Context: an optimization exercise on an open-source flow, tuned for small area. The choices shown serve that exercise and are no tape-out recipe. At most, simulation tests tie the RTL to the original design; equivalence was not proved.

==> sierra <==
## sent_tx
module sent_tx(
	input clk,
	input reset,
	input enable,
	input channel_format,  
	input optional_pause,
	input config_bit,
	input [3:0] id_4bit,
	input [7:0] id_8bit,
	input [11:0] data_12bit,
	input [15:0] data_16bit,
	input [7:0] data_short,
	input [2:0] fast_format,
	input [15:0] data_f1,
	input [11:0] data_f2,
	output reg data_pulse,
	output busy
	);
==> flow/config.mk <==
export PLATFORM = sky130hd
export DESIGN_NAME = sent_tx
export DESIGN_NICKNAME = sent_tx
export VERILOG_FILES = /design/flow/design.v
export SDC_FILE = /design/flow/constraint.sdc
export NUM_CORES = 4
export LEC_CHECK = 0
export CAP_MARGIN = 20
export CORE_MARGIN = 2
export CORE_UTILIZATION = 60
export SLEW_MARGIN = 20
==> flow/constraint.sdc <==
create_clock -name core_clock -period 10.0 [get_ports {clk}]
set_input_delay 2.0000 -clock core_clock [delete_from_list [all_inputs] [get_ports {clk}]]
set_output_delay 2.0000 -clock core_clock [all_outputs]
set_load 0.01 [all_outputs]
standard.sh (not shown) runs the stock make flow with config.mk's settings and CLKGATE_MAP_FILE= SYNTH_SCRIPT=/design/flow/synth_recipe.tcl, a recipe that flattens the netlist after the stock synthesis.
==> flow/flow/run.sh <==
#!/bin/bash
# The standard layout (standard.sh) with three changes:
#  - synthesis maps the logic with the area-oriented ABC script flow/abc_area.script
#    (a copy of ORFS's scripts folder in which only abc_speed.script is replaced);
#  - the port buffers use the smallest buffer cell;
#  - the clock tree uses clkbuf_8 buffers and no dummy loads.
set -euo pipefail
here=$(pwd)
rm -rf "$here/orfs_scripts"
cp -r "$FLOW_HOME/scripts" "$here/orfs_scripts"
cp "$here/flow/abc_area.script" "$here/orfs_scripts/abc_speed.script"
bash standard.sh "SCRIPTS_DIR=$here/orfs_scripts" synth > synth.log 2>&1
bash standard.sh \
  "BUFFER_PORTS_ARGS=-buffer_cell sky130_fd_sc_hd__buf_1" \
  "CTS_ARGS=-sink_clustering_enable -repair_clock_nets -dont_use_dummy_load -buf_list sky130_fd_sc_hd__clkbuf_8 -root_buf sky130_fd_sc_hd__clkbuf_8" \
  finish > layout.log 2>&1
==> flow/flow/abc_area.script <==
strash
&get -n
&fraig -x
&put
scorr
dc2
strash
&get -n
&dch -f
&nf -R 1000
&put
dnsize -c
==> inputs of pepper, as changes to sierra <==
--- a/flow/design.v
+++ b/flow/design.v
@@ -54,15 +54,14 @@
 	reg [23:0] fdata;
 	reg st;                
 	reg [11:0] s2;         
 	reg [11:0] b3;         
 	reg [5:0] crc_ser;     
 	assign busy = (state != IDLE);
 	wire last = ser_fmt ? (frame == 5'd17) : (frame == 5'd15);
-	wire crc_phase = ser_fmt ? (frame < 5'd6) : (frame >= 5'd12);
 	wire frame_end = pulse_done && ((state == NIB && rem == 3'd0 && !optional_pause) || state == PAUSE);
 	wire frame_start = (state == IDLE && enable) || (frame_end && !last);
 	always @(posedge clk or posedge reset) begin
 		if (reset) begin
 			data_pulse <= 1'b1;
 		end
 		else if (ticks) begin
@@ -81,16 +80,16 @@
 			if (pend) pcnt <= 0;
 			else if (pcnt != 4'd15 && !nibdec) pcnt <= pcnt + 1'b1;
 		end
 		if (ticks && nibdec)
 			nib <= nib - 1'b1;
 		if (frame_start) fcnt <= 9'd1;
 		if (state == SYNC && pulse_done)
-			nib <= {ser_fmt ? (crc_phase | b3[11]) : (frame == 5'd0),
-				crc_phase ? crc_ser[5] : s2[11], 2'b00};
+			nib <= {ser_fmt ? (frame < 5'd6 || b3[11]) : (frame == 5'd0),
+				ser_fmt ? crc_ser[5] : s2[11], 2'b00};
 		if (state == NIB && pulse_done && rem != 3'd0)
 			nib <= (rem == 3'd1) ? crc_fast : fdata[23:20];
 	end
 	always @(posedge clk or posedge reset) begin
 		if (reset) begin
 			state <= IDLE;
 			secure_count <= 0;
@@ -162,15 +161,13 @@
 		end
 		else if (calc) begin
 			s2 <= {s2[10:0], s2[11]};
 			b3 <= {b3[10:0], b3[11]};
 			crc_ser <= ser_fmt ? c6b : {c4, crc_ser[1:0]};
 		end
 		else if (state == SYNC && pulse_done) begin
-			if (crc_phase) crc_ser <= {crc_ser[4:0], 1'b0};
-			else begin
-				s2 <= {s2[10:0], s2[11]};
-				b3 <= {b3[10:0], b3[11]};
-			end
+			s2 <= {s2[10:0], crc_ser[5]};
+			crc_ser <= {crc_ser[4:0], s2[11]};
+			if (frame >= 5'd6) b3 <= {b3[10:0], b3[11]};
 		end
 	end
 endmodule
--- a/flow/flow/run.sh
+++ b/flow/flow/run.sh
@@ -8,9 +8,9 @@
 here=$(pwd)
 rm -rf "$here/orfs_scripts"
 cp -r "$FLOW_HOME/scripts" "$here/orfs_scripts"
 cp "$here/flow/abc_area.script" "$here/orfs_scripts/abc_speed.script"
 bash standard.sh "SCRIPTS_DIR=$here/orfs_scripts" synth > synth.log 2>&1
 bash standard.sh \
   "BUFFER_PORTS_ARGS=-buffer_cell sky130_fd_sc_hd__buf_1" \
-  "CTS_ARGS=-sink_clustering_enable -repair_clock_nets -dont_use_dummy_load -buf_list sky130_fd_sc_hd__clkbuf_8 -root_buf sky130_fd_sc_hd__clkbuf_8" \
+  "CTS_ARGS=-sink_clustering_enable -repair_clock_nets -dont_use_dummy_load -buf_list sky130_fd_sc_hd__clkbuf_16 -root_buf sky130_fd_sc_hd__clkbuf_8 -sink_buffer_max_cap_derate 1.0 -sink_clustering_size 50" \
   finish > layout.log 2>&1
==> flow/flow/abc_area.script (replaced) <==
strash
&get -n
&fraig -x
&put
scorr
dc2
strash
&get -n
&deepsyn -T 60
&dch -f
&nf -R 1000
&put
dnsize -c
Settings changed: CAP_MARGIN 20 to 0, SLEW_MARGIN 20 to 0.
==> qor summary <==
quantity                                                                         sierra          pepper
Weighted congestion reported at the end of routability-driven placement           0.898           0.871
Count of nets after finishing                                                       695             666
Via count normalized by instance count                                             6.07            6.30
Non-Clock Inverter Count                                                             18              31
Synth Area in XOR/XNOR                                                           0.0424          0.0352
Top cell type's share of synthesized area                                         0.367           0.381
Fraction of met1 tracks used by global routing                                    0.347           0.353
Met2 usage in global routing                                                      0.396           0.452
Post-synthesis share of cell area spent on and, or, nand and nor gates            0.142           0.147
Clock-cell share                                                                 0.0214          0.0222
Chip Width                                                                      96.7 um         95.0 um
Outcome                                                                  finished clean  finished clean
CTS clk-pin slew, worst paths                                                    110 ps           90 ps
The RTL of sierra was laid out without a check of its function.

==> re-timing with driven ports <==
No port has a modelled driver above. Below, the same layouts with a new extraction and two added sets of constraints. Step 1 sets driving cells, clkbuf_16 on the clock port and buf_2 on the other inputs (assumed; they add their load-dependent delay and slew). Step 2, shift: input delay + t, output delay - t, t = (earliest + latest rising clock arrival at the registers) / 2. This alone moves slack from input paths to output paths. a / b / c = ideal ports / drivers / drivers and shift; a / b = the first two.
run | shift t [ns] | setup slack, ns | latest minus earliest clock arrival (ns) | worst register clock-pin slew, ns | worst data-port slew with drivers (ns)
sierra | 0.388 | 5.944 / 5.957 / 5.570 | 0.037 / 0.037 | 0.11 / 0.11 | 0.04
pepper | 0.382 | 5.151 / 5.160 / 4.779 | 0.025 / 0.025 | 0.10 / 0.10 | 0.04
After both steps every run listed still meets setup and hold. The setup slack of sierra, which loses most, moves by +0.013 ns with the drivers and by -0.374 ns with both steps.
